What follows belongs to an exercise in optimizing a design on an open flow for small area; a production flow would make more cautious choices. In this exercise RTL edits were held to simulation tests only and were not proved equivalent to the original. No driver is modelled on the clock port, so clocking that relies on it looks cheaper here than on a real chip. Power figures rest on the tool's default switching activity, not on a simulated workload.

==> design/flow/design.v <==
module hvsync_generator(clk, ce, reset,vga_h_sync, vga_v_sync, inDisplayArea, CounterX, CounterY);
input clk;
input ce;
input reset;
output vga_h_sync, vga_v_sync;
output inDisplayArea;
output [9:0] CounterX;
output [9:0] CounterY;
reg [9:0] CounterX;
reg [9:0] CounterY;
reg vga_HS, vga_VS;
reg inDisplayArea;
always @(posedge clk)
begin
   if(reset)
      CounterX <= 0;
   else if(!ce)
      CounterX <= CounterX;
   else if(CounterX==10'h320)
	   CounterX <= 0;
   else
	   CounterX <= CounterX +1;
end
always @(posedge clk)
begin
   if(reset)
      CounterY<=0; 
   else if(!ce)
      CounterY <= CounterY;
   else if(CounterY==10'h209)     
      CounterY<=0;
   else if(CounterX==10'h320)     
      CounterY <= CounterY + 1;
end
always @(posedge clk)
if(reset || ce)
begin
	vga_HS <= (CounterX>655 && CounterX<752); 	 
	vga_VS <= (CounterY==490 ||CounterY==491); 	 
end 
always @(posedge clk)
   if(reset)
      inDisplayArea<=0;
   else if(ce)
	   inDisplayArea <= (CounterX<640) && (CounterY<480);
assign vga_h_sync = ~vga_HS;
assign vga_v_sync = ~vga_VS;
endmodule
`timescale 1ns / 1ps
module ee354_spinvaders_sm(Clk, ce, win, p, reset, L, R, shoot,
	position, projX, py, returnX, returnY, topY, base, alive, score, prow, ahit);
	input Clk, ce, win, reset;
	input [3:0] p;
	input L, R, shoot;
	output reg [9:0] position;
	output reg [9:0] projX;
	output reg [7:0] py;           
	output reg [9:0] returnX;
	output reg [8:0] returnY;
	output reg [8:0] topY;         
	output reg [4:0] base;         
	output reg [14:0] alive;       
	output reg [3:0] score;
	output [2:0] prow;             
	input [14:0] ahit;             
	reg dir;
	reg [2:0] selh;                
	reg [79:0] ring;
	reg found;
	reg [4:0] sel_bk;
	reg sel_dead;
	wire [4:0] head = ring[4:0];
	wire [10:0] rpd = {1'b0, returnX} + 11'd9 - {1'b0, position};
	wire go = (score == 4'd15) || (topY > 9'd310) ||
		(returnY > 9'd415 && returnY < 9'd435 && position >= 10'd10 && rpd <= 11'd18);
	wire turn = dir ? (base > 5'd25) : (base == 5'd0);
	wire [4:0] base_next = turn ? base : (dir ? base + 5'd1 : base - 5'd1);
	wire [9:0] projY = {1'b0, py, 1'b0};
	wire [11:0] f = {2'b0, projY} + 12'd16 - {3'b0, topY};
	wire prow0 = (f >= 12'd6) && (f <= 12'd26);
	wire prow1 = (f >= 12'd56) && (f <= 12'd76);
	wire prow2 = (f >= 12'd106) && (f <= 12'd126);
	wire active = !go && (projX != 10'd900) && (py != 8'd0);
	assign prow = {prow2, prow1, prow0};
	wire head_alive = (p == 4'd15) ? 1'b1 : alive[p];
	wire head_row = (p < 4'd5) ? prow0 : (p < 4'd10) ? prow1 : (p < 4'd15) ? prow2 : 1'b0;
	wire [5:0] t = {1'b0, head} - {1'b0, base};
	wire [11:0] s = {2'b0, projX} + {{5{t[5]}}, t, 1'b0} + 12'd64;
	wire cand = win && active && head_row && !head_alive && (s >= 12'd994) && (s <= 12'd1034);
	wire found_eff = found && (p != 4'd0);
	wire first = cand && !found_eff;
	always @(posedge Clk) begin
		found <= found_eff | cand;
		ring <= {(head_alive | first) ? base_next : head, ring[79:5]};
		if (p == {selh, 1'b0}) begin
			sel_bk <= head;
			sel_dead <= !head_alive;
		end
	end
	wire sel_is950 = sel_dead && (sel_bk == base);
	reg [9:0] sel_init;
	reg [1:0] sel_row;
	always @(*) begin
		case (selh)
			3'd0: begin sel_init = 10'd75;  sel_row = 2'd0; end
			3'd1: begin sel_init = 10'd275; sel_row = 2'd0; end
			3'd2: begin sel_init = 10'd475; sel_row = 2'd0; end
			3'd3: begin sel_init = 10'd250; sel_row = 2'd1; end
			3'd4: begin sel_init = 10'd450; sel_row = 2'd1; end
			3'd5: begin sel_init = 10'd75;  sel_row = 2'd2; end
			3'd6: begin sel_init = 10'd275; sel_row = 2'd2; end
			default: begin sel_init = 10'd475; sel_row = 2'd2; end
		endcase
	end
	wire [9:0] selX = {base, 1'b0} + (sel_dead ? 10'd950 - {4'b0, sel_bk, 1'b0} : sel_init);
	wire [8:0] selY = topY + ((sel_row == 2'd0) ? 9'd0 : (sel_row == 2'd1) ? 9'd50 : 9'd100);
	always @(posedge Clk)
	if (reset || ce) begin
		if (reset || go)
			position <= 10'd300;
		else if (R && !L)
			position <= position + 10'd5;
		else if (L && !R)
			position <= position - 10'd5;
		if (reset) begin
			selh <= 3'd0;
			returnX <= 10'd0;
			returnY <= 9'd0;
		end else if (returnY >= 9'd480) begin
			if (sel_is950)
				selh <= selh + 3'd3;
			else begin
				returnX <= selX;
				returnY <= selY;
			end
		end else
			returnY <= returnY + 9'd10;
		if (reset || go) begin
			dir <= 1'b1;
			base <= 5'd0;
			projX <= 10'd900;
			py <= 8'd0;
			alive <= 15'h7fff;
			topY <= 9'd50;
			score <= 4'd0;
		end else begin
			base <= base_next;
			if (turn) begin
				dir <= !dir;
				topY <= topY + 9'd7;
			end
			if (projX == 10'd900) begin
				if (shoot) begin
					projX <= position;
					py <= 8'd200;
				end
			end else if (py == 8'd0)
				projX <= 10'd900;
			else if ((|ahit) || found) begin
				projX <= 10'd900;
				score <= score + 4'd1;
				alive <= alive & ~ahit;
			end else
				py <= py - 8'd5;
		end
	end
endmodule
`timescale 1ns / 1ps
module vga_demo(ClkPort, vga_h_sync, vga_v_sync, vga_r, vga_g, vga_b, Sw0, Sw1, btnU, btnR, btnL,
	St_ce_bar, St_rp_bar, Mt_ce_bar, Mt_St_oe_bar, Mt_St_we_bar,
	An0, An1, An2, An3, Ca, Cb, Cc, Cd, Ce, Cf, Cg, Dp,
	LD0, LD1, LD2, LD3, LD4, LD5, LD6, LD7);
	input ClkPort, btnU, btnR, btnL, Sw0, Sw1;
	output St_ce_bar, St_rp_bar, Mt_ce_bar, Mt_St_oe_bar, Mt_St_we_bar;
	output vga_h_sync, vga_v_sync, vga_r, vga_g, vga_b;
	output An0, An1, An2, An3, Ca, Cb, Cc, Cd, Ce, Cf, Cg, Dp;
	output LD0, LD1, LD2, LD3, LD4, LD5, LD6, LD7;
	reg vga_r, vga_g, vga_b;
	wire board_clk = ClkPort;
	wire reset = Sw0;
	reg [12:0] DIV_CLK;
	always @(posedge board_clk)
		if (reset)
			DIV_CLK <= 13'd0;
		else
			DIV_CLK <= DIV_CLK + 1'b1;
	wire pixel_ce = (DIV_CLK[1:0] == 2'b01);
	wire game_ce = (DIV_CLK == 13'h0FFF);
	wire scan_win = (DIV_CLK[12:4] == 9'h0FF);    
	assign {St_ce_bar, St_rp_bar, Mt_ce_bar, Mt_St_oe_bar, Mt_St_we_bar} = 5'b11111;
	wire inDisplayArea;
	wire [9:0] CounterX, CounterY;
	hvsync_generator syncgen(.clk(board_clk), .ce(pixel_ce), .reset(reset), .vga_h_sync(vga_h_sync),
		.vga_v_sync(vga_v_sync), .inDisplayArea(inDisplayArea), .CounterX(CounterX), .CounterY(CounterY));
	wire [9:0] position, projX, returnX;
	wire [7:0] py;
	wire [8:0] returnY, topY;
	wire [4:0] base;
	wire [14:0] alive;
	wire [3:0] score;
	ee354_spinvaders_sm Invaders(.Clk(board_clk), .ce(game_ce), .win(scan_win), .p(DIV_CLK[3:0]), .reset(reset),
		.L(btnL), .R(btnR), .shoot(btnU), .position(position), .projX(projX), .py(py),
		.returnX(returnX), .returnY(returnY), .topY(topY), .base(base), .alive(alive), .score(score),
		.prow(prow), .ahit(colhit));
	wire [11:0] e = {2'b0, CounterY} + 12'd16 - {3'b0, topY};
	wire row0 = (e >= 12'd6) && (e <= 12'd26);
	wire row1 = (e >= 12'd56) && (e <= 12'd76);
	wire row2 = (e >= 12'd106) && (e <= 12'd126);
	wire hitchk = game_ce && !reset;
	wire [2:0] prow;
	wire [2:0] rsel = hitchk ? prow : {row2, row1, row0};
	wire [9:0] xin = hitchk ? projX : CounterX;
	wire [11:0] q = {2'b0, xin} - {6'b0, base, 1'b0} + (rsel[1] ? 12'd126 : 12'd201);
	wire [4:0] col;
	genvar m;
	generate for (m = 0; m < 5; m = m + 1) begin : cols
		assign col[m] = (q >= 256 + 100*m) && (q <= 296 + 100*m);
	end endgenerate
	wire [14:0] colhit = alive & {{5{rsel[2]}} & col, {5{rsel[1]}} & col, {5{rsel[0]}} & col};
	wire R = |colhit;
	wire [10:0] gx = {1'b0, CounterX} - {1'b0, position};
	wire G = (CounterY >= 10'd415) && (CounterY <= 10'd435) && (position >= 10'd20) &&
		((gx[10:5] == 6'b000000 && gx[4:0] <= 5'd20) || (gx[10:5] == 6'b111111 && gx[4:0] >= 5'd12));
	wire [10:0] pxd = {1'b0, CounterX} - {1'b0, projX};
	wire [10:0] pyd = {1'b0, CounterY} - {2'b0, py, 1'b0};
	wire [10:0] rxd = {1'b0, CounterX} - {1'b0, returnX};
	wire [10:0] ryd = {1'b0, CounterY} - {2'b0, returnY};
	wire pxin = (pxd[10:2] == 9'h000 && pxd[1:0] != 2'b11) || (pxd[10:1] == 10'h3ff);
	wire rxin = (rxd[10:2] == 9'h000 && rxd[1:0] != 2'b11) || (rxd[10:1] == 10'h3ff);
	wire pyin = (pyd[10:3] == 8'h00 && pyd[2:0] <= 3'd5) || (pyd[10:3] == 8'hff && pyd[2:0] >= 3'd3);
	wire ryin = (ryd[10:3] == 8'h00 && ryd[2:0] <= 3'd5) || (ryd[10:3] == 8'hff && ryd[2:0] >= 3'd3);
	wire B = (|projX[9:1] && pxin && py >= 8'd3 && pyin) ||
		 (|returnX[9:1] && rxin && returnY >= 9'd5 && ryin);
	always @(posedge board_clk)
	if (reset || pixel_ce) begin
		vga_r <= R & inDisplayArea;
		vga_g <= G & inDisplayArea;
		vga_b <= B & inDisplayArea;
	end
	assign {LD0, LD1, LD2, LD3, LD4, LD5, LD6, LD7} = {1'b0, 1'b0, Sw1, 1'b1, reset, 1'b0, 1'b0, 1'b0};
	wire [1:0] ssdscan_clk = DIV_CLK[10:9];
	assign An0 = !(ssdscan_clk == 2'b00);
	assign An1 = !(ssdscan_clk == 2'b01);
	assign An2 = !(ssdscan_clk == 2'b10);
	assign An3 = !(ssdscan_clk == 2'b11);
	reg [6:0] seg;
	always @(*)
		case (score)
			4'b0000: seg = 7'b0000001;
			4'b0001: seg = 7'b1001111;
			4'b0010: seg = 7'b0010010;
			4'b0011: seg = 7'b0000110;
			4'b0100: seg = 7'b1001100;
			4'b0101: seg = 7'b0100100;
			4'b0110: seg = 7'b0100000;
			4'b0111: seg = 7'b0001111;
			4'b1000: seg = 7'b0000000;
			4'b1001: seg = 7'b0000100;
			4'b1010: seg = 7'b0001000;
			4'b1011: seg = 7'b1100000;
			4'b1100: seg = 7'b0110001;
			4'b1101: seg = 7'b1000010;
			4'b1110: seg = 7'b0110000;
			default: seg = 7'b0111000;
		endcase
	assign {Ca, Cb, Cc, Cd, Ce, Cf, Cg, Dp} = {seg | {7{(ssdscan_clk != 2'b00) || (score == 4'd15)}}, 1'b1};
endmodule
==> design/flow/flow/run.sh <==
#!/bin/bash
# Layout flow: the standard flow, with one extra step after synthesis that
# re-maps the combinational logic of the standard synthesis netlist for area
# (ABC: deepsyn, choices, area mapping).  Flip-flops are left untouched.
# After global placement the port buffers are made the smallest buffer, and after
# clock tree synthesis its dummy loads are removed.
# Each tool writes its full output to a log file of its own in this folder.
set -uo pipefail
W=$PWD
F=$W/flow
R=$W/orfs/results/${FLOW_PLATFORM}/vga_demo/base
LIB=$FLOW_HOME/platforms/${FLOW_PLATFORM}/lib/sky130_fd_sc_hd__tt_025C_1v80.lib
YOSYS=$FLOW_HOME/../tools/install/yosys/bin/yosys
[ -x "$YOSYS" ] || YOSYS=$(command -v yosys)

bash standard.sh synth > $W/std_synth.log 2>&1 || exit 1

cp $R/1_2_yosys.v $W/std_1_2_yosys.v
KEEP=$(grep -oE 'sky130_fd_sc_hd__(df|edf|sdf|dl|conb)[a-z0-9_]*' $W/std_1_2_yosys.v | sort -u | tr '\n' ' ')
ff() { grep -oE '^\s*sky130_fd_sc_hd__(df|edf|sdf|dl)[a-z0-9_]* \S+' $1 | sed 's/^\s*//' | sort; }
# three ABC runs with different seeds, in parallel; the smallest valid netlist is used
for S in 1 2 3; do
  sed -e "s/{SEED}/$S/" $F/resyn.abc > $W/resyn_$S.abc
  sed -e "s#{LIB}#$LIB#g" -e "s#{IN}#$W/std_1_2_yosys.v#" -e "s#{OUT}#$W/resyn_$S.v#g" \
      -e "s#{ABC}#$W/resyn_$S.abc#" -e "s#{KEEP}#$KEEP#" -e "s#{DONTUSE}#$(cat $F/dont_use.txt)#" \
      $F/resyn.ys > $W/resyn_$S.ys
  timeout 1200 $YOSYS -s $W/resyn_$S.ys > $W/resyn_$S.log 2>&1 &
done
wait
best=""; bestarea=""
for S in 1 2 3; do
  v=$W/resyn_$S.v
  [ -s $v ] && [ -s $v.stat ] || continue
  [ "$(ff $W/std_1_2_yosys.v)" == "$(ff $v)" ] || continue
  grep -qE '^\s*\\?\$' $v && continue
  a=$(grep "Chip area" $v.stat | awk '{print $NF}')
  echo "seed $S: area $a" >> $W/resyn.log
  if [ -z "$best" ] || awk "BEGIN{exit !($a < $bestarea)}"; then best=$v; bestarea=$a; fi
done
if [ -n "$best" ]; then
  cp $best $R/1_2_yosys.v
  rm -f $R/1_synth.odb $R/1_synth.sdc
  echo "re-mapped netlist in use: $best" >> $W/resyn.log
else
  echo "no re-mapped netlist passed the checks; standard netlist kept" >> $W/resyn.log
fi

OPENROAD=$(command -v openroad || echo $FLOW_HOME/../tools/install/OpenROAD/bin/openroad)
bash standard.sh $R/3_3_place_gp.odb > $W/std_place_gp.log 2>&1 || exit 1
EDIT_DB=$R/3_3_place_gp.odb $OPENROAD -no_init -exit $F/edit_ports.tcl > $W/edit_ports.log 2>&1
bash standard.sh $R/4_1_cts.odb > $W/std_cts.log 2>&1 || exit 1
EDIT_DB=$R/4_1_cts.odb $OPENROAD -no_init -exit $F/edit_cts.tcl > $W/edit_cts.log 2>&1
bash standard.sh > $W/std_finish.log 2>&1
==> design/flow/flow/dont_use.txt <==
-dont_use sky130_fd_sc_hd__lpflow_bleeder_1 -dont_use sky130_fd_sc_hd__lpflow_clkbufkapwr_1 -dont_use sky130_fd_sc_hd__lpflow_clkbufkapwr_16 -dont_use sky130_fd_sc_hd__lpflow_clkbufkapwr_2 -dont_use sky130_fd_sc_hd__lpflow_clkbufkapwr_4 -dont_use sky130_fd_sc_hd__lpflow_clkbufkapwr_8 -dont_use sky130_fd_sc_hd__lpflow_clkinvkapwr_1 -dont_use sky130_fd_sc_hd__lpflow_clkinvkapwr_16 -dont_use sky130_fd_sc_hd__lpflow_clkinvkapwr_2 -dont_use sky130_fd_sc_hd__lpflow_clkinvkapwr_4 -dont_use sky130_fd_sc_hd__lpflow_clkinvkapwr_8 -dont_use sky130_fd_sc_hd__lpflow_decapkapwr_12 -dont_use sky130_fd_sc_hd__lpflow_decapkapwr_3 -dont_use sky130_fd_sc_hd__lpflow_decapkapwr_4 -dont_use sky130_fd_sc_hd__lpflow_decapkapwr_6 -dont_use sky130_fd_sc_hd__lpflow_decapkapwr_8 -dont_use sky130_fd_sc_hd__lpflow_inputiso0n_1 -dont_use sky130_fd_sc_hd__lpflow_inputiso0p_1 -dont_use sky130_fd_sc_hd__lpflow_inputiso1n_1 -dont_use sky130_fd_sc_hd__lpflow_inputiso1p_1 -dont_use sky130_fd_sc_hd__lpflow_inputisolatch_1 -dont_use sky130_fd_sc_hd__lpflow_isobufsrc_1 -dont_use sky130_fd_sc_hd__lpflow_isobufsrc_16 -dont_use sky130_fd_sc_hd__lpflow_isobufsrc_2 -dont_use sky130_fd_sc_hd__lpflow_isobufsrc_4 -dont_use sky130_fd_sc_hd__lpflow_isobufsrc_8 -dont_use sky130_fd_sc_hd__lpflow_isobufsrckapwr_16 -dont_use sky130_fd_sc_hd__lpflow_lsbuf_lh_hl_isowell_tap_1 -dont_use sky130_fd_sc_hd__lpflow_lsbuf_lh_hl_isowell_tap_2 -dont_use sky130_fd_sc_hd__lpflow_lsbuf_lh_hl_isowell_tap_4 -dont_use sky130_fd_sc_hd__lpflow_lsbuf_lh_isowell_4 -dont_use sky130_fd_sc_hd__lpflow_lsbuf_lh_isowell_tap_1 -dont_use sky130_fd_sc_hd__lpflow_lsbuf_lh_isowell_tap_2 -dont_use sky130_fd_sc_hd__lpflow_lsbuf_lh_isowell_tap_4 -dont_use sky130_fd_sc_hd__probe_p_8 -dont_use sky130_fd_sc_hd__probec_p_8 
==> design/flow/flow/edit_cts.tcl <==
# Remove the dummy loads that clock tree synthesis adds to balance its leaf nets.
read_db $::env(EDIT_DB)
set block [ord::get_db_block]
set n 0
foreach inst [$block getInsts] {
  if {[string match clkload* [$inst getName]]} {
    odb::dbInst_destroy $inst
    incr n
  }
}
puts "dummy clock loads removed: $n"
write_db $::env(EDIT_DB)
==> design/flow/flow/edit_ports.tcl <==
# Port buffers: the smallest buffer of the library (every port keeps its buffer).
read_db $::env(EDIT_DB)
set block [ord::get_db_block]
set master [[ord::get_db] findMaster sky130_fd_sc_hd__buf_1]
set n 0
foreach inst [$block getInsts] {
  if {[regexp {^(input|output)[0-9]+$} [$inst getName]] &&
      [[$inst getMaster] getName] eq "sky130_fd_sc_hd__clkdlybuf4s50_1"} {
    $inst swapMaster $master
    incr n
  }
}
puts "port buffers resized: $n"
write_db $::env(EDIT_DB)
==> design/flow/flow/resyn.abc <==
strash
&get -n
&deepsyn -T 60 -S {SEED}
&put
dch -f
amap -F 40 -A 40
topo
==> design/flow/flow/resyn.ys <==
# Re-map the combinational logic of the standard synthesis for area.
# The flip-flops and tie cells are kept as they are (same instances, names and cell types).
read_liberty -overwrite -ignore_miss_func -setattr liberty_cell {LIB}
read_verilog {IN}
hierarchy -top vga_demo
setattr -mod -set keep_hierarchy 1 {KEEP}
flatten
rename -hide w:_*.*
opt_clean
select vga_demo
opt -purge
abc -liberty {LIB} {DONTUSE} -script {ABC}
opt_clean -purge
hilomap -singleton -hicell sky130_fd_sc_hd__conb_1 HI -locell sky130_fd_sc_hd__conb_1 LO
setundef -zero
splitnets
opt_clean -purge
insbuf -buf sky130_fd_sc_hd__buf_4 A X
tee -o {OUT}.stat stat -liberty {LIB}
write_verilog -noattr -noexpr -nohex -nodec -selected {OUT}
==> design/flow/standard.sh <==
#!/bin/bash
# synth_recipe.tcl (not shown) runs the flow's synth.tcl, then flattens the netlist and writes it again
# the make line also repeats each setting of config.mk as NAME=value (left out here)
make -C /OpenROAD-flow-scripts/flow DESIGN_CONFIG=/design/flow/config.mk WORK_HOME=/design/flow/orfs CLKGATE_MAP_FILE= SYNTH_SCRIPT=/design/flow/synth_recipe.tcl "${@:-finish}"
==> design/flow/config.mk <==
export PLATFORM = sky130hd
export DESIGN_NAME = vga_demo
export DESIGN_NICKNAME = vga_demo
export VERILOG_FILES = /design/flow/design.v
export SDC_FILE = /design/flow/constraint.sdc
export NUM_CORES = 4
export LEC_CHECK = 0
export CAP_MARGIN = 20
export CORE_MARGIN = 2
export CORE_UTILIZATION = 60
export CTS_BUF_LIST = sky130_fd_sc_hd__clkbuf_8
export CTS_CLUSTER_DIAMETER = 80
export CTS_CLUSTER_SIZE = 16
export PLACE_DENSITY = 0.75
export SLEW_MARGIN = 20
==> design/flow/constraint.sdc <==
create_clock -name core_clock -period 10.0 [get_ports {ClkPort}]
set_input_delay 2.0000 -clock core_clock [delete_from_list [all_inputs] [get_ports {ClkPort}]]
set_output_delay 2.0000 -clock core_clock [all_outputs]
set_load 0.01 [all_outputs]
==> results of run 1 <==
[state kept, by name (all words and copies together) (netlist names), 3 cells and up]
signal,cells
Invaders.projX,10
Invaders.selh,3
DIV_CLK,13
Invaders.alive,15
Invaders.ring,80
Invaders.returnX,10
syncgen.CounterX,10
Invaders.returnY,9
Invaders.topY,9
Invaders.position,10
syncgen.CounterY,10
seg,7
Invaders.base,5
Invaders.score,4
Invaders.py,8
Invaders.sel_bk,5
[critical path, delay by kind of cell (launching register included)]
kind            cells  cell delay (ns)
buf+inv             6             1.04
simple gates       20             3.51
compound gates     20             3.73
flops               1             0.59
[layer usage]
metal | track usage, % | up-vias
li1 | - | 5560
met1 | 43.2 | 5165
met2 | 52.1 | 548
met3 | 5.00 | 116
met4 | 12.9 | 2
met5 | 0 | -
[timing repair]
| action | CTS | global route |
|---|---|---|
| setup endpoints to repair | 0 | 2 |
| setup buffers | 0 | 0 |
| gates resized for setup | 0 | 2 |
[worst max-delay path by stage]
stage | end | cells after the start | slack [ns]
floorplan | seg[0] | 35 | 1.24
global placement | seg[0] | 42 | 0.98
detailed placement | seg[0] | 42 | 1.01
CTS | seg[0] | 48 | 1.24
global route | seg[0] | 50 | 0.08
finish | seg[0] | 46 | 1.07
[power breakdown]
group          internal [mW]  switching, mW  total, mW
clock                  0.154          0.271      0.425
sequential              1.06         0.0693       1.13
combinational          0.158          0.311      0.469
[final cells by class]
cell class	count	area (um2)	area share (%)
multi-input cells	1084	5720	45.9
well taps	265	332	2.66
repair buffers	32	161	1.30
inverters	188	709	5.70
flip-flops and latches	217	5300	42.5
clock buffers	17	234	1.88
[through the flow]
stage | util [%] | worst slack, ns | instance area (um2) | hold WS (ns) | cells
2_1_floorplan | - | 1.24 | 11800 | 0.310 | 1501
5_1_grt | 64.4 | 0.0760 | 12400 | 0.329 | 1803
6_report | 64.4 | 1.07 | 12400 | 0.320 | 1803
4_1_cts | 64.8 | 1.24 | 12500 | 0.325 | 1816
3_5_place_dp | 63.1 | 1.01 | 12200 | 0.312 | 1786
3_3_place_gp | 63.8 | 0.976 | 12300 | 0.311 | 1786
[placed cells by master (no fill, tap or decap), types with 7 or more instances in the layout]
cell type and instances:
sky130_fd_sc_hd__nor2_1 276, sky130_fd_sc_hd__clkinv_1 187, sky130_fd_sc_hd__a21oi_1 156, sky130_fd_sc_hd__dfxtp_1 122, sky130_fd_sc_hd__o21ai_0 116, sky130_fd_sc_hd__o22ai_1 114, sky130_fd_sc_hd__nand2_1 99, sky130_fd_sc_hd__edfxtp_1 95
sky130_fd_sc_hd__nor3_1 47, sky130_fd_sc_hd__nand3_1 25, sky130_fd_sc_hd__a211oi_1 24, sky130_fd_sc_hd__buf_1 21, sky130_fd_sc_hd__or2_0 18, sky130_fd_sc_hd__a21o_1 17, sky130_fd_sc_hd__clkbuf_8 17, sky130_fd_sc_hd__o21a_1 16
sky130_fd_sc_hd__a22oi_1 15, sky130_fd_sc_hd__nor4_1 14, sky130_fd_sc_hd__a31oi_1 12, sky130_fd_sc_hd__conb_1 12, sky130_fd_sc_hd__o221ai_1 11, sky130_fd_sc_hd__buf_4 11, sky130_fd_sc_hd__nand4_1 10, sky130_fd_sc_hd__nor2b_1 8
sky130_fd_sc_hd__a2111oi_0 8, sky130_fd_sc_hd__o2111ai_1 8, sky130_fd_sc_hd__or4_1 7
==> results.txt, run 1 <==
- In this run, post-CTS hold repair placed 0 buffers.
- After filler insertion, the fill cell instance count of the layout stands at 1764.
- The pin slew with the least headroom to its limit is 1.01 ns.
- The wire length of the first global-routing pass is 51700 um.
- Across the VDD grid, the largest voltage drop is 0.212 mV.
- On the critical path, the stage with the largest delay is an instance of sky130_fd_sc_hd__dfxtp_1.
- The number of antenna diodes in the final layout is 0.
- The row count is 51.
- After clock tree synthesis, the clock-pin slew on the worst setup and hold paths is 0.11 ns.
- Port buffering added 21 buffers.
- In this run the worst setup path begins at syncgen.CounterY[1].
- The number of violations reported at the end of detailed-routing iteration 0 is 1252.
- The path class of the lowest-slack min-delay path is register to register.
- Counting cells, the worst reg-to-reg path comes to 46.
- The worst register-to-register path begins at syncgen.CounterY[1].
- The endpoint identified for the worst register-to-register timing path is seg[0].
- Of the available clock period, the critical path in the final layout requires 89.3%.
- The floorplan die height is 144 um.
- The power per unit of standard cell area is 163 nW/um2.
- The total setup violations reported at the end of the flow is 0.
- The insertion delay to the later sink of the worst-skew pair is 0.51 ns.
- The netlist area before placement is 11800 um2.
- The routed wire length on met2 is 14800 um.
- A synthesized cell averages 7.89 um2.
- The required time at the worst-slack endpoint is 10.46 ns.
- The Yosys step of the flow raised 3 warnings.
- The total number of vias is 11400.
- The clock tree from TritonCTS is done.
- The synthesized instance count is 1491.
- Entering global routing, the biggest net connects 32 pins.
- The worst path needs 8.93 ns of the cycle, external delays included.
- The initial utilization of the core area, before any placement, comes to 60.8%.
- The number of H-tree levels is 1.
- Power comes to 2.02 mW.
- The routed design has 33400 um of wire.
- The flow ran to the end and the layout has no timing, DRC or antenna violations.
- Headroom to the max-slew limit came out at 33.0%.
- The overall die width is 144 um.
- For flop-to-flop paths, the worst setup slack is 1.07 ns.
- The sum of routed wire segments on met1 is 14100 um.
- For this run, the post-layout net count is 1546.
- For this run, the detailed router's first-pass iteration total came to 5.
- Clock skew on the completed layout was measured at 0.0166 ns.
- In the routed design, unresolved DRC markers number 0.
- The initial antenna violation count is 1.
- The top metal layer carrying routed signals is met5.
- The critical path endpoint category is a register.
- Routability-driven placement finished with a final weighted congestion of 0.960.
- The HPWL after detailed placement is 25100 um.
- Setup repair after global routing left no endpoint under its margin.
- The worst hold path cell count is 0.
- From synthesis to final layout, the design area changed by 5.83%.
- The max-capacitance violation count is 0.
- For hold timing, the worst endpoint is Invaders.ring[26].
- Summed over all nets, wire length on met3 after detailed routing comes to 2910 um.
- Dividing the detail-routed wire length by the instance count gives 18.5 um.
- The cell seen most often among critical-path stages is sky130_fd_sc_hd__nor2_1.
- The static leakage is 4.14 nW.
- The worst setup path is launched from a register.
- Using the TritonRoute via totals, the vias-per-cell ratio works out to 6.32.
- The floorplan step defined a die boundary enclosing 20700 um2.
- Adding up every negative setup slack in the final design gives 0 ns.
- The number of max-slew violations in the final report is 0.
- 36 I/O pins were placed.
- In this run the worst path has a maximum fanout of 17.
- The maximum cell stage delay along the critical path is 0.59 ns.
- The combined global-route utilization of all metal layers is 32.1%.
- The worst setup path is of the register to register kind.
- The via count of the first global-routing pass was 10000.
- The count of nets left with antenna violations once routing finished came out at 0.
- The aggregate global routing overflow is 0.
- The data arrival time of the critical path is 9.39 ns.
- For this run, the top clock speed supported by timing is 0.112 GHz.
- The hold violation count in the final report came to 0.
- Counting along the longest clock path gives a buffer depth of 3.
- CTS placed an instance of sky130_fd_sc_hd__clkbuf_8 at the clock tree root.
- Counting the buffers created by CTS gives 17.
- Clock tree synthesis found a total of 217 sinks.
- The launch point of the worst hold path is Invaders.ring[31].
- The area of the placeable core is 19300 um2.
- In the final layout, the share of cells above drive strength 1 is 2.02%.
==> run 2, diff against run 1 <==
--- a/design/flow/config.mk
+++ b/design/flow/config.mk
@@ -9,3 +9,3 @@
 export CORE_MARGIN = 2
-export CORE_UTILIZATION = 60
+export CORE_UTILIZATION = 70
 export CTS_BUF_LIST = sky130_fd_sc_hd__clkbuf_8
@@ -13,3 +13,3 @@
 export CTS_CLUSTER_SIZE = 16
-export PLACE_DENSITY = 0.75
+export PLACE_DENSITY = 0.85
 export SLEW_MARGIN = 20
==> run 2 against run 1 <==
  * Sequential power is essentially flat
  * Critical path type is now input port to register
  * Largest cell class unchanged
  * Setup slack worse by 0.023 ns
  * Fmax fell by 0.26%
  * Via count is 5.7% higher
  * Clock power rose by 2%
  * Non-clock buffer count fell by 2
  * Critical path depth shrank 5
  * Synthesized cell count is the same
  * Design area fell by 0.57%
  * Sequential share of layout area is 0.24 points higher
  * Still clean
  * Clock-buffer cell count did not move
==> results.txt, run 2 <==
- The tightest slew margin relative to the limit is 36.5% (+3.5 points).
- The via count of the first global-routing pass is 10900 (+8.5%).
- Leaving out fill and tap cells, the most frequent cell in the layout is sky130_fd_sc_hd__nor2_1.
- The via density per instance was 6.85 (+8.5%).
- The core occupancy in the finished layout is 74.9% (+11 points).
- The clock skew is 0.0460 ns (+0.0294 ns).
- The floorplan die height came to 134 um (-7.2%).
- The number of H-tree levels is 1 (unchanged).
- The clock sink count is 217 (unchanged).
- The post-CTS setup repair buffer count is 0 (unchanged).
- The CTS clock-pin slew for the worst setup and hold paths is 0.10 ns (about the same).
- The max-capacitance violation count is 0 (unchanged).
- The minimum period implied by the final worst setup slack is 8.95 ns (+0.0229 ns).
- The fill cell total of the finished layout is 1275 (-28%).
- The cell count after placement is 1739 (-2.6%).
- The number of buffer cells added on primary ports is 21 (unchanged).
- The upper clock frequency limit is 0.112 GHz (-0.26%).
- The number of nets with antenna violations after detailed routing is 0 (unchanged).
- The largest fanout on the critical path was 17 (unchanged).
- The fraction of final layout cells with drive strength greater than 1 is 1.82% (-0.19 points).
- The most crowded layer after global routing is met2.
- The total setup violations reported at the end of the flow is 0 (unchanged).
- The pin slew with the least headroom to its limit is 0.949 ns (-0.0567 ns).
- The top cell types in the final layout, fill and taps aside, are sky130_fd_sc_hd__nor2_1, sky130_fd_sc_hd__clkinv_1, sky130_fd_sc_hd__a21oi_1.
- The clock root buffer is sky130_fd_sc_hd__clkbuf_8.
- The total length of routed wires was 35200 um (+5.3%).
- The synthesized instance count is 1491 (unchanged).
- The largest net degree at the start of global routing is 33 (+3.1%).
- The insertion delay to the later sink of the worst-skew pair came to 0.54 ns (+0.03 ns).
- The synthesized area per cell is 7.89 um2 (unchanged).
- Ranked by flip-flop count, first place goes to Invaders.ring.
- The required time at the worst-slack endpoint is 10.47 ns (about the same).
- The clock tree from TritonCTS is done.
- The netlist area before placement is 11800 um2 (unchanged).
- The number of flip-flops under the largest register name is 80 (unchanged).
- The synthesis warning total is 3 (unchanged).
- The area occupied by multi-input gates is 5720 um2 (about the same).
- The count of unresolved DRC violations after routing came to 0 (unchanged).
- The total die area was 17900 um2 (-14%).
- The data arrival time of the critical path was 9.42 ns (+0.03 ns).
- The overall die width is 134 um (-7.2%).
- The launching element type of the critical path is an input port.
- The post-layout instance count excluding filler cells is 1756 (-2.6%).
- The layout-stage area growth over the synthesis result is 5.22%.
- The final weighted congestion in routability-driven placement came to 1.01 (+5.2%).
- The cell seen most often among critical-path stages is sky130_fd_sc_hd__nor2_1.
- The initial antenna violation count is 0 (-1).
- The setup TNS is 0 ns (unchanged).
- The critical path is of the input port to register type.
- The number of violations reported at the end of detailed-routing iteration 0 came to 1796 (+43%).
- On the critical path, the stage with the largest delay is an instance of sky130_fd_sc_hd__a2111oi_0.
- The number of diodes added for antenna fixing is 0 (unchanged).
- The wire length of the first global-routing pass is 55100 um (+6.5%).
- The met2 track demand over resource in global routing is 62.5% (+10 points).
- The maximum cell stage delay along the critical path came to 0.46 ns (-0.13 ns).
- The met3 usage in global routing is 8.18% (+3.2 points).
- The total number of vias is 12000 (+5.7%).
- The effective utilization at floorplan came to 71.2% (+10 points).
- The number of buffers added by the clock tree synthesis step was 17 (unchanged).
- The largest registers in the layout are Invaders.ring x80, Invaders.alive x15, DIV_CLK x13.
- The path class of the lowest-slack min-delay path is register to register.
- The number of iterations in the first detailed-routing pass is 9 (+4).
- Setup repair after global routing left no endpoint under its margin.
- The number of resized instances in the post-cts repair step is 0 (unchanged).
- The peak supply drop is 0.214 mV (+0.91%).
- The flow ran to the end and the layout has no timing, DRC or antenna violations.
- The global routing usage on met1 is 48.6% (+5.4 points).
- The count of nets after finishing was 1544 (-0.13%).
- The area of the placeable core came to 16500 um2 (-15%).
- The placed wire-length estimate is 25800 um (+2.7%).
- The maximum root-to-sink buffer count is 3 (unchanged).
- The flop-to-flop setup slack is 1.13 ns (+0.06 ns).
- The static leakage is 4.14 nW (-0.21%).
- The number of top-level pins is 36 (unchanged).
- The sequential cell area is 5300 um2 (unchanged).
- The hold-fix buffer count after cts came to 0 (unchanged).
- STA classifies the critical path endpoint as a register.
- The hold violation count in the final report is 0 (unchanged).
- The fraction of the cycle the final worst path needs was 89.5% (+0.23 points).
- The combined global-route utilization of all metal layers is 38.8% (+6.7 points).
- The row count is 47 (-7.8%).
- The aggregate global routing overflow is 0 (unchanged).
- The power per unit of standard cell area is 165 nW/um2 (+1.8%).
- The number of max-slew violations in the final report is 0 (unchanged).
- The per-cell routed wire length is 20.0 um (+8.2%).
[run 2: cell count changes in the layout (fill, tap and decap cells not counted)]
cell                         previous run  this run
sky130_fd_sc_hd__buf_4                 11         9
sky130_fd_sc_hd__a2111oi_0              8         7
sky130_fd_sc_hd__a2111oi_1              0         1
sky130_fd_sc_hd__a21oi_1              156       157
sky130_fd_sc_hd__a21oi_2                2         1
sky130_fd_sc_hd__clkinv_1             187       188
sky130_fd_sc_hd__clkinvlp_4             1         0
sky130_fd_sc_hd__o22ai_1              114       113
sky130_fd_sc_hd__o22ai_2                0         1
[run 2: final cells by class]
| type | count | share of cell area [%] |
|---|---|---|
| multi-input combinational | 1084 | 46.2 |
| sequential | 217 | 42.8 |
| inverter | 188 | 5.70 |
| tap | 220 | 2.22 |
| clock buffer | 17 | 1.89 |
| timing repair buffer | 30 | 1.18 |
[run 2: metal layers]
metal  vias up  wire length (um)
li1       5551                 -
met1      5367             12900
met2       912             15800
met3       206              4240
met4         0              2310
met5         -                 0
[run 2: path summary, 6_finish.rpt]
kind | startpoint | endpoint | depth (start not counted)
min reg2reg | Invaders.ring[27] | Invaders.ring[22] | 0
max | Sw0 | seg[0] | 41
max reg2reg | syncgen.CounterY[1] | seg[0] | 48
min | Invaders.ring[27] | Invaders.ring[22] | 0
[run 2: power by group]
| group | internal [mW] | switching (mW) | total, mW |
|---|---|---|---|
| Clock | 0.154 | 0.280 | 0.434 |
| Combinational | 0.158 | 0.317 | 0.476 |
| Sequential | 1.06 | 0.0778 | 1.14 |
[run 2: per-stage QoR]
step                setup WS, ns  hold slack (ns)  power (mW)  area, um2
floorplan                   1.24            0.310        1.47      11800
global placement           0.876            0.311        1.59      12300
detailed placement         0.753            0.312        1.61      12100
CTS                         1.28            0.329        2.05      12400
global route               0.139            0.327        2.12      12400
finish                      1.05            0.318        2.05      12400
[run 2: worst max-delay path, delay by kind of cell]
| family | cells | cell delay, ns |
|---|---|---|
| AOI/OAI and AO/OA | 14 | 2.96 |
| and+or+nand+nor | 19 | 3.10 |
| buffers and inverters | 8 | 1.37 |
==> run 3, diff against run 2 <==
--- a/design/flow/flow/run.sh
+++ b/design/flow/flow/run.sh
@@ -20,4 +20,4 @@
 ff() { grep -oE '^\s*sky130_fd_sc_hd__(df|edf|sdf|dl)[a-z0-9_]* \S+' $1 | sed 's/^\s*//' | sort; }
-# three ABC runs with different seeds, in parallel; the smallest valid netlist is used
-for S in 1 2 3; do
+# four ABC runs with different seeds, in parallel; the smallest valid netlist is used
+for S in 0 1 2 3; do
   sed -e "s/{SEED}/$S/" $F/resyn.abc > $W/resyn_$S.abc
@@ -30,3 +30,3 @@
 best=""; bestarea=""
-for S in 1 2 3; do
+for S in 0 1 2 3; do
   v=$W/resyn_$S.v
--- a/design/flow/config.mk
+++ b/design/flow/config.mk
@@ -9,7 +9,7 @@
 export CORE_MARGIN = 2
-export CORE_UTILIZATION = 70
-export CTS_BUF_LIST = sky130_fd_sc_hd__clkbuf_8
+export CORE_UTILIZATION = 60
+export CTS_BUF_LIST = sky130_fd_sc_hd__clkbuf_4 sky130_fd_sc_hd__clkbuf_8
 export CTS_CLUSTER_DIAMETER = 80
 export CTS_CLUSTER_SIZE = 16
-export PLACE_DENSITY = 0.85
+export PLACE_DENSITY = 0.75
 export SLEW_MARGIN = 20
==> run 3 against run 2 <==
  * Still clean
  * Hold slack lost 0.014 ns
  * Via count shrank 6.6%
  * Combinational power grew 3%
  * First-iteration DRC count shrank 41%
  * Synthesized cell count shrank 0.47%
  * Fmax is essentially flat
  * Sequential power is essentially flat
  * Design area grew 0.69%
  * Non-clock buffer count grew 4
==> results.txt, run 3 <==
- The largest fanout on the critical path is 19 (+2).
- The total length of routed wires came to 32600 um (-7.4%).
- The final hold slack is 0.304 ns (-0.0139 ns).
- The count of unresolved DRC violations after routing is 0 (unchanged).
- The critical path in this run is classified as register to register.
- The aggregate global routing overflow is 0 (unchanged).
- The netlist area before placement is 11800 um2 (about the same).
- The register with the most flip-flops in the final layout is Invaders.ring.
- The initial antenna violation count is 0 (unchanged).
- The data arrival time of the critical path is 9.31 ns (-0.11 ns).
- The post-CTS setup repair buffer count is 0 (unchanged).
- The number of buffers added by the clock tree synthesis step is 18 (+1).
- The final weighted congestion in routability-driven placement is 0.985 (-2.6%).
- The synthesis warning total is 3 (unchanged).
- The fraction of final layout cells with drive strength greater than 1 came to 2.09% (+0.26 points).
- The effective utilization at floorplan is 60.8% (-10 points).
- The required time at the worst-slack endpoint is 10.35 ns (-0.12 ns).
- TritonCTS built the clock tree.
- The critical path endpoint category is a register.
- The combined global-route utilization of all metal layers is 31.5% (-7.2 points).
- The number of resized instances in the post-cts repair step is 0 (unchanged).
- The CTS clock-pin slew for the worst setup and hold paths came to 0.10 ns (about the same).
- The run finished with no timing, DRC or antenna violations.
- The fraction of power consumed by combinational cells is 23.9% (+0.7 points).
- The clock root buffer is sky130_fd_sc_hd__clkbuf_8.
- The power share of the sequential group is 54.9% (-0.7 points).
- The number of buffer and inverter stages on the critical path was 6 (-2).
- The total setup violations reported at the end of the flow was 0 (unchanged).
- The worst setup path is launched from a register.
- The number of flip-flops under the largest register name is 80 (unchanged).
- In the final layout, the registers with the most flip-flops are Invaders.ring x80, Invaders.alive x15, DIV_CLK x13.
- The most common library cell in the layout ignoring fill and taps is sky130_fd_sc_hd__nor2_1.
- The overall die width was 144 um (+7.7%).
- The floorplan die height is 144 um (+7.7%).
- The per-cell routed wire length is 18.1 um (-9.6%).
- Setup repair after global routing left no endpoint under its margin.
- The insertion delay to the later sink of the worst-skew pair came to 0.56 ns (+0.02 ns).
- The hold-fix buffer count after cts is 0 (unchanged).
- The number of diodes added for antenna fixing came to 0 (unchanged).
- The clock group share of total power is 21.2% (about the same).
- The clock sink count is 217 (unchanged).
- The number of top-level pins is 36 (unchanged).
- The row count is 51 (+8.5%).
- The static leakage is 4.18 nW (+0.97%).
- The peak supply drop is 0.169 mV (-21%).
- The max-capacitance violation count is 0 (unchanged).
- The total number of vias was 11200 (-6.6%).
- The maximum root-to-sink buffer count is 3 (unchanged).
- The setup TNS is 0 ns (unchanged).
- The largest net degree at the start of global routing came to 32 (-3.0%).
- The wire length of the first global-routing pass is 51100 um (-7.2%).
- The number of H-tree levels was 1 (unchanged).
- The number of buffer cells added on primary ports is 21 (unchanged).
- The synthesized instance count was 1484 (-0.47%).
- The cell seen most often among critical-path stages is sky130_fd_sc_hd__nor2_1.
- The internal power contribution came to 1.39 mW (+1.4%).
- The number of violations reported at the end of detailed-routing iteration 0 is 1068 (-41%).
- The hold violation count in the final report came to 0 (unchanged).
- The number of iterations in the first detailed-routing pass is 7 (-2).
- The synthesized area per cell is 7.92 um2 (+0.38%).
- The layout-stage area growth over the synthesis result is 6.05%.
- The via density per instance was 6.25 (-8.9%).
- The top cell family by delay on the critical path is compound AO/OA/AOI/OAI gates.
- The total die area is 20700 um2 (+16%).
- The clock skew is 0.0899 ns (+0.0439 ns).
- The switching fraction of total power was 32.3% (-0.65 points).
- The via count of the first global-routing pass is 9961 (-8.3%).
- The number of nets with antenna violations after detailed routing is 0 (unchanged).
- The tightest slew margin relative to the limit is 29.6% (-6.9 points).
- The path class of the lowest-slack min-delay path is register to register.
- The count of nets after finishing is 1542 (-0.13%).
- The library cell contributing the largest single delay on the critical path is sky130_fd_sc_hd__dfxtp_1.
- The number of max-slew violations in the final report is 0 (unchanged).
- The power per unit of standard cell area was 165 nW/um2 (-0.28%).
- The placed wire-length estimate is 24800 um (-3.9%).
- The upper clock frequency limit came to 0.112 GHz (about the same).
- The minimum period implied by the final worst setup slack is 8.95 ns (+0.00447 ns).
- The switching power is 664 uW (-1.6%).
- In the layout the commonest cells are sky130_fd_sc_hd__nor2_1, sky130_fd_sc_hd__clkinv_1, sky130_fd_sc_hd__a21oi_1.
- The fraction of the cycle the final worst path needs is 89.5% (about the same).
- The maximum cell stage delay along the critical path is 0.64 ns (+0.18 ns).
- The area of the placeable core is 19300 um2 (+17%).
- The pin slew with the least headroom to its limit is 1.05 ns (+0.105 ns).
[run 3: through the flow]
| stage | setup slack [ns] | utilization (%) | instances | area (um2) | power, mW |
|---|---|---|---|---|---|
| final | 1.05 | 64.5 | 1799 | 12500 | 2.06 |
| after global routing | 0.00117 | 64.5 | 1799 | 12500 | 2.17 |
| after CTS | 1.21 | 65.0 | 1813 | 12600 | 2.14 |
| after detailed placement | 1.27 | 63.1 | 1781 | 12200 | 1.62 |
| after global placement | 1.36 | 63.8 | 1781 | 12300 | 1.62 |
| after floorplan | 1.72 | - | 1494 | 11800 | 1.49 |
[run 3: worst reg2reg max path: cells and delay by family (launching register included)]
kind | cells | cell delay [ns]
AO/OA/AOI/OAI | 20 | 3.93
AND/OR/NAND/NOR | 20 | 3.20
buffers and inverters | 6 | 1.05
flip-flops | 1 | 0.64
[run 3: worst paths after layout]
kind / to / cells after the start / slack, ns / startpoint
setup / recovery: seg[3] / 46 / 1.05 / syncgen.CounterY[1]
hold / removal: Invaders.ring[42] / 0 / 0.30 / Invaders.ring[47]
setup reg to reg: seg[3] / 46 / 1.05 / syncgen.CounterY[1]
hold reg to reg: Invaders.ring[42] / 0 / 0.30 / Invaders.ring[47]
[run 3: power by group through the flow]
stage / combinational [mW] / sequential (mW) / clock, mW
final: 0.491 / 1.13 / 0.437
after global routing: 0.548 / 1.14 / 0.475
after CTS: 0.480 / 1.13 / 0.528
after detailed placement: 0.477 / 1.15 / 0
after global placement: 0.476 / 1.14 / 0
after floorplan: 0.370 / 1.12 / 0
[run 3: layer usage]
metal / wire length [um] / global-route usage, % / vias up
li1: - / - / 5547
met1: 14400 / 43.6 / 5145
met2: 14300 / 49.6 / 456
met3: 2650 / 5.63 / 88
met4: 1220 / 11.8 / 0
met5: 0 / 0 / -
[run 3: cell type report]
| class | count | area, um2 |
|---|---|---|
| Clock buffer | 18 | 248 |
| Fill cell | 1723 | 6870 |
| Inverter | 187 | 702 |
| Multi-Input combinational cell | 1078 | 5710 |
| Sequential cell | 217 | 5300 |
| Tap cell | 265 | 332 |
| Timing Repair Buffer | 34 | 176 |
==> run 4, diff against run 3 <==
--- a/design/flow/config.mk
+++ b/design/flow/config.mk
@@ -10,3 +10,3 @@
 export CORE_UTILIZATION = 60
-export CTS_BUF_LIST = sky130_fd_sc_hd__clkbuf_4 sky130_fd_sc_hd__clkbuf_8
+export CTS_BUF_LIST = sky130_fd_sc_hd__clkbuf_8
 export CTS_CLUSTER_DIAMETER = 80
==> run 4 against run 3 <==
  * Still clean on timing, DRC and antenna
  * Die area is the same
  * Hold slack lost 0.0053 ns
  * Combinational power is essentially flat
  * Largest cell class unchanged
  * Highest routed layer unchanged
==> results.txt, run 4 <==
- The run finished with no timing, DRC or antenna violations.
- The final design area excluding fillers is 12500 um2 (about the same).
- The via density per instance is 6.28 (+0.47%).
- The clock root buffer is sky130_fd_sc_hd__clkbuf_8.
- The total die area is 20700 um2 (unchanged).
- The fraction of the cycle the final worst path needs is 88.0% (-1.5 points).
- The overall die width came to 144 um (unchanged).
- The tightest slew margin relative to the limit is 30.7% (+1.0 points).
- Leaving out fill and tap cells, the most frequent cell in the layout is sky130_fd_sc_hd__nor2_1.
- The per-cell routed wire length is 18.1 um (about the same).
- The number of flip-flops under the largest register name is 80 (unchanged).
- The area of the placeable core is 19300 um2 (unchanged).
- The combined global-route utilization of all metal layers is 31.5% (about the same).
- The minimum period implied by the final worst setup slack is 8.80 ns (-0.154 ns).
- The largest net degree at the start of global routing came to 32 (unchanged).
- The clock skew came to 0.0952 ns (+0.00522 ns).
- The total number of vias is 11300 (+0.47%).
- The placed standard-cell area was 12200 um2 (unchanged).
- The number of diodes added for antenna fixing was 0 (unchanged).
- The slowest stage of the critical path is the sky130_fd_sc_hd__edfxtp_1 cell.
- The largest registers in the layout are Invaders.ring x80, Invaders.alive x15, DIV_CLK x13.
- The layout-stage area growth over the synthesis result is 6.06% (about the same).
- In the layout the commonest cells are sky130_fd_sc_hd__nor2_1, sky130_fd_sc_hd__clkinv_1, sky130_fd_sc_hd__a21oi_1.
- The path class of the lowest-slack min-delay path is register to register.
- The kind of critical path is register to register.
- The number of iterations in the first detailed-routing pass is 8 (+1).
- The synthesis warning total was 3 (unchanged).
- The data arrival time of the critical path is 9.15 ns (-0.16 ns).
- The static leakage is 4.18 nW (about the same).
- The number of buffers added by the clock tree synthesis step is 18 (unchanged).
- The final weighted congestion in routability-driven placement is 0.985 (unchanged).
- The synthesized area per cell was 7.92 um2 (unchanged).
- The register with the most flip-flops in the final layout is Invaders.ring.
- The number of nets with antenna violations after detailed routing is 0 (unchanged).
- The critical path endpoint category is a register.
- The count of nets after finishing is 1542 (unchanged).
- The maximum root-to-sink buffer count is 3 (unchanged).
- The final hold slack came to 0.299 ns (-0.00525 ns).
- The wire length of the first global-routing pass was 51100 um (about the same).
- The clock sink count is 217 (unchanged).
- The flop-to-flop setup slack is 1.20 ns (+0.15 ns).
- The total power consumption of the routed design is 2.06 mW (about the same).
- The via count of the first global-routing pass is 9976 (+0.15%).
- The placed wire-length estimate is 24800 um (unchanged).
- The effective utilization at floorplan is 60.8% (unchanged).
- The number of violations reported at the end of detailed-routing iteration 0 is 1028 (-3.7%).
- The number of top-level pins is 36 (unchanged).
- The synthesized instance count is 1484 (unchanged).
- TritonCTS built the clock tree.
- The CTS clock-pin slew for the worst setup and hold paths was 0.10 ns (about the same).
- The insertion delay to the later sink of the worst-skew pair is 0.56 ns (about the same).
- The number of max-slew violations in the final report is 0 (unchanged).
- The max-capacitance violation count is 0 (unchanged).
- The total length of routed wires came to 32600 um (about the same).
- The initial antenna violation count came to 0 (unchanged).
- The post-layout instance count excluding filler cells was 1799 (unchanged).
- The required time at the worst-slack endpoint is 10.35 ns (about the same).
- The peak supply drop is 0.169 mV (about the same).
- The launching element type of the critical path is a register.
- The number of buffer cells added on primary ports is 21 (unchanged).
- Setup repair after global routing left no endpoint under its margin.
- The pin slew with the least headroom to its limit is 1.04 ns (-0.0156 ns).
- The total setup violations reported at the end of the flow is 0 (unchanged).
- The floorplan die height is 144 um (unchanged).
- The maximum cell stage delay along the critical path is 0.48 ns (-0.16 ns).
- The aggregate global routing overflow is 0 (unchanged).
- The cell seen most often among critical-path stages is sky130_fd_sc_hd__nor2_1.
- The cell count after placement was 1781 (unchanged).
- The fraction of final layout cells with drive strength greater than 1 is 2.15% (+0.065 points).
- The netlist area before placement was 11800 um2 (unchanged).
- The row count is 51 (unchanged).
- The count of unresolved DRC violations after routing came to 0 (unchanged).
- The largest fanout on the critical path was 19 (unchanged).
- The upper clock frequency limit is 0.114 GHz (+1.8%).
- The power per unit of standard cell area is 165 nW/um2 (about the same).
- The number of H-tree levels is 1 (unchanged).
- The setup TNS came to 0 ns (unchanged).
- The hold violation count in the final report is 0 (unchanged).
[run 4: layer usage]
layer	global-route usage, %	part of all wire, %	up-vias
met2	49.6	44	513
met3	5.63	8.7	85
met4	11.8	3.5	0
met1	43.6	44	5145
li1	-	-	5546
met5	0	0	-
[run 4: metrics by stage]
| stage | setup WS (ns) | util, % |
|---|---|---|
| 2_1_floorplan | 1.72 | - |
| 3_3_place_gp | 1.36 | 63.8 |
| 3_5_place_dp | 1.27 | 63.1 |
| 4_1_cts | 1.19 | 64.8 |
| 5_1_grt | 0.148 | 64.5 |
| 6_report | 1.20 | 64.5 |
[run 4: worst paths after layout]
kind                                         from  cells past startpoint                end
worst max-delay path             Invaders.topY[1]                     46             seg[3]
worst min-delay path            Invaders.ring[47]                      0  Invaders.ring[42]
worst max register to register   Invaders.topY[1]                     46             seg[3]
worst min register to register  Invaders.ring[47]                      0  Invaders.ring[42]
[run 4: report_power, final]
group,internal (mW),switching (mW)
Clock,0.162,0.275
Combinational,0.169,0.322
Sequential,1.06,0.0685
Total,1.39,0.665
[run 4: timing repair]
item                                    in CTS  in global routing
endpoints found under the setup margin       0                  3
buffers inserted                             0                  0
hold buffers                                 0                  0
gates resized for setup                      0                  1
[run 4: area by class of cell]
class | count | area, um2
inverters | 187 | 702
repair buffers | 34 | 176
fillers | 1724 | 6870
multi-input cells | 1078 | 5710
clock buffers | 18 | 248
well taps | 265 | 332
flip-flops and latches | 217 | 5300
[run 4: critical path: cells and delay by family, from the launching register on]
family | cells | cell delay [ns]
buf+inv | 6 | 1.00
simple gates | 20 | 3.21
compound gates | 20 | 3.94
flops | 1 | 0.48
==> run 5, diff against run 4 <==
--- a/design/flow/flow/edit_ports.tcl
+++ b/design/flow/flow/edit_ports.tcl
@@ -1,2 +1,4 @@
 # Port buffers: the smallest buffer of the library (every port keeps its buffer).
+# Buffers that timing-driven global placement added inside the design are taken
+# out again; the repair step that follows re-buffers any net that needs it.
 read_db $::env(EDIT_DB)
@@ -13,2 +15,20 @@
 puts "port buffers resized: $n"
+set n 0
+foreach inst [$block getInsts] {
+  if {![regexp {^place[0-9]+$} [$inst getName]]} continue
+  if {![string match sky130_fd_sc_hd__buf_* [[$inst getMaster] getName]]} continue
+  set a [[$inst findITerm A] getNet]
+  set x [[$inst findITerm X] getNet]
+  if {$a eq "NULL" || $x eq "NULL" || [llength [$x getBTerms]] > 0} continue
+  foreach it [$x getITerms] {
+    if {[[$it getInst] getName] ne [$inst getName]} {
+      $it disconnect
+      $it connect $a
+    }
+  }
+  odb::dbInst_destroy $inst
+  odb::dbNet_destroy $x
+  incr n
+}
+puts "placement buffers removed: $n"
 write_db $::env(EDIT_DB)
==> run 5 against run 4 <==
  * Fmax down 1.6%
  * Non-clock buffer count down 7
  * Die area unchanged
  * Clock-buffer cell count unchanged
  * Design area about the same
  * Still clean
  * Combinational power about the same
  * Via count down 1.5%
  * Power about the same
  * Global-route usage down 0.14 points
  * Hold slack better by 0.017 ns
  * Setup slack worse by 0.15 ns
==> results.txt, run 5 <==
- The largest net degree at the start of global routing was 34 (+6.3%).
- The combined global-route utilization of all metal layers came to 31.4% (-0.14 points).
- The placed wire-length estimate is 24600 um (-0.74%).
- The static leakage is 4.15 nW (-0.52%).
- Counting flops per register, the top entry is Invaders.ring.
- The number of violations reported at the end of detailed-routing iteration 0 is 936 (-8.9%).
- TritonCTS built the clock tree.
- The fraction of final layout cells with drive strength greater than 1 is 2.36% (+0.20 points).
- The number of flip-flops under the largest register name is 80 (unchanged).
- The upper clock frequency limit is 0.112 GHz (-1.6%).
- The placed standard-cell area is 12200 um2 (-0.29%).
- The pre-CTS worst setup slack is -0.237 ns (-1.51 ns).
- The worst-case reg-to-reg path depth is 45 (-2.2%).
- The count of unresolved DRC violations after routing is 0 (unchanged).
- The critical path endpoint category is a register.
- The number of H-tree levels was 1 (unchanged).
- The maximum cell stage delay along the critical path is 0.49 ns (about the same).
- The library cell used most frequently in the layout, excluding fill and tap cells, is sky130_fd_sc_hd__nor2_1.
- The number of buffers added by the clock tree synthesis step came to 18 (unchanged).
- The aggregate global routing overflow is 0 (unchanged).
- The pin slew with the least headroom to its limit came to 1.07 ns (+0.0340 ns).
- The worst path setup slack after routing was 1.05 ns (-0.147 ns).
- The layout-stage area growth over the synthesis result came to 6.12% (about the same).
- The effective utilization at floorplan is 60.8% (unchanged).
- Counting stages on the worst path, the most repeated cell is sky130_fd_sc_hd__nor2_1.
- The area occupied by multi-input gates came to 5750 um2 (+0.74%).
- Setup repair after global routing left no endpoint under its margin.
- The floorplan die height was 144 um (unchanged).
- The critical path ends at seg[5].
- The clock skew is 0.0347 ns (-0.0604 ns).
- The path class of the lowest-slack min-delay path is register to register.
- The required time at the worst-slack endpoint was 10.47 ns (+0.12 ns).
- The maximum root-to-sink buffer count was 3 (unchanged).
- The final design area excluding fillers is 12500 um2 (about the same).
- The netlist area before placement was 11800 um2 (unchanged).
- The total number of vias came to 11100 (-1.5%).
- The synthesized instance count is 1484 (unchanged).
- The synthesized area per cell was 7.92 um2 (unchanged).
- The number of buffer cells added on primary ports is 21 (unchanged).
- The total die area is 20700 um2 (unchanged).
- The largest registers in the layout are Invaders.ring x80, Invaders.alive x15, DIV_CLK x13.
- The synthesis warning total was 3 (unchanged).
- The worst register-to-register path begins at Invaders.topY[1].
- In the layout the commonest cells are sky130_fd_sc_hd__nor2_1, sky130_fd_sc_hd__clkinv_1, sky130_fd_sc_hd__a21oi_1.
- The area of the placeable core is 19300 um2 (unchanged).
- The power per unit of standard cell area is 165 nW/um2 (about the same).
- The largest fanout on the critical path is 19 (unchanged).
- The total setup violations reported at the end of the flow is 0 (unchanged).
- The insertion delay to the later sink of the worst-skew pair came to 0.53 ns (-0.03 ns).
- The per-cell routed wire length is 18.1 um (-0.21%).
- The worst setup path is launched from a register.
- The via count of the first global-routing pass is 9947 (-0.29%).
- The library cell contributing the largest single delay on the critical path is sky130_fd_sc_hd__edfxtp_1.
- The total power consumption of the routed design is 2.06 mW (about the same).
- The kind of critical path is register to register.
- The clock root buffer is sky130_fd_sc_hd__clkbuf_8.
- The number of nets with antenna violations after detailed routing is 0 (unchanged).
- The via density per instance came to 6.20 (-1.2%).
- The sequential cell area is 5300 um2 (unchanged).
- The number of max-slew violations in the final report came to 0 (unchanged).
- The data arrival time of the critical path is 9.42 ns (+0.27 ns).
- The max-capacitance violation count came to 0 (unchanged).
- The flop-to-flop setup slack came to 1.05 ns (-0.15 ns).
- The hold-fix buffer count after cts came to 0 (unchanged).
- The CTS clock-pin slew for the worst setup and hold paths was 0.11 ns (about the same).
- The destination of the worst register-to-register timing path is seg[5].
- The clock sink count is 217 (unchanged).
- The number of diodes added for antenna fixing is 0 (unchanged).
- The launch point of the worst hold path is Invaders.ring[14].
- The initial antenna violation count is 0 (unchanged).
- The tightest slew margin relative to the limit is 28.1% (-2.6 points).
- The beginning of the critical path is Invaders.topY[1].
- The row count is 51 (unchanged).
- The overall die width is 144 um (unchanged).
- The minimum period implied by the final worst setup slack is 8.95 ns (+0.147 ns).
- The final weighted congestion in routability-driven placement was 0.985 (unchanged).
- The number of iterations in the first detailed-routing pass was 6 (-2).
- The total length of routed wires came to 32400 um (-0.54%).
- The flow ran to the end and the layout has no timing, DRC or antenna violations.
- The wire length of the first global-routing pass was 51000 um (-0.20%).
- The peak supply drop is 0.174 mV (+2.9%).
- The count of nets after finishing is 1536 (-0.39%).
- The core occupancy in the finished layout is 64.5% (about the same).
- The hold violation count in the final report is 0 (unchanged).
- The number of top-level pins is 36 (unchanged).
- The final hold slack is 0.316 ns (+0.0170 ns).
- The fill cell total of the finished layout came to 1711 (-0.75%).
- The fraction of the cycle the final worst path needs is 89.5% (+1.5 points).
[run 5: per-layer routing]
layer  track usage [%]  routed length (um)  vias to the layer above
met2              49.6               14200                      453
met1              43.5               14300                     5043
li1                  -                   -                     5548
met3              5.63                2780                       71
met5                 0                   0                        -
met4              11.0                1160                        0
[run 5: timing repair]
item	CTS	global route
endpoints found under the setup margin	0	7
resized for setup	0	7
buffers inserted	0	1
[run 5: critical path, delay by kind of cell (launching register included)]
family          cells  cell delay (ns)
compound gates     20             4.12
buf+inv             5             0.88
flops               1             0.49
simple gates       20             3.42
[run 5: power breakdown]
group / leakage (nW) / switching [mW] / internal [mW] / total [mW]
registers: 1.88 / 0.0686 / 1.06 / 1.13
clock network: 0.129 / 0.275 / 0.162 / 0.438
logic: 2.14 / 0.321 / 0.168 / 0.490
total: 4.15 / 0.666 / 1.39 / 2.06
[run 5: per-stage QoR]
step                      TNS, ns  cells
after detailed placement   -0.681   1772
after CTS                       0   1804
after global placement          0   1781
after floorplan                 0   1494
after global routing            0   1793
final                           0   1793
[run 5: worst min path at each step]
stage,endpoint,cells after the start
after floorplan,Invaders.ring[0],0
after global placement,Invaders.ring[47],0
after detailed placement,Invaders.ring[64],0
after CTS,Invaders.ring[9],0
after global routing,Invaders.ring[9],0
final,Invaders.ring[9],0
[run 5: final cells by class]
class                   instances  share of cell area, %
multi-input cells            1078                   46.1
inverters                     187                   5.66
repair inverters                1                 0.0401
well taps                     265                   2.66
flip-flops and latches        217                   42.5
repair buffers                 27                   1.06
clock buffers                  18                   1.99

port drivers added, routing unchanged:
In the flow no input, the clock included, has a driving cell. The finished layouts below were timed again as built, in two steps. Step 1 assumes that a clkbuf_16 drives the clock port and a buf_2 every other input. Step 2, shift: input delay + t, output delay - t, t = (earliest + latest rising clock arrival at the registers) / 2. This alone moves slack from input paths to output paths. Three values: no drivers, after step 1, after step 2; two values: the first two.
run | t (ns) | setup WS [ns] | worst setup path at the end | clock arrival spread, ns | worst slew at a driven data input, ns
run 1 | 0.546 | 1.074 / 1.074 / 0.885 | input to register | 0.022 / 0.021 | 0.06
run 2 | 0.556 | 1.051 / 1.067 / 0.511 | input to register | 0.046 / 0.046 | 0.06
run 3 | 0.559 | 1.046 / 1.046 / 1.046 | register to register | 0.091 / 0.090 | 0.06
run 4 | 0.557 | 1.201 / 1.201 / 1.045 | input to register | 0.095 / 0.095 | 0.06
run 5 | 0.557 | 1.054 / 1.054 / 0.907 | input to register | 0.035 / 0.035 | 0.06
After both steps every run listed still meets setup and hold. For run 2, which loses most, drivers alone change the setup slack by +0.016 ns; drivers and shift together by -0.540 ns.
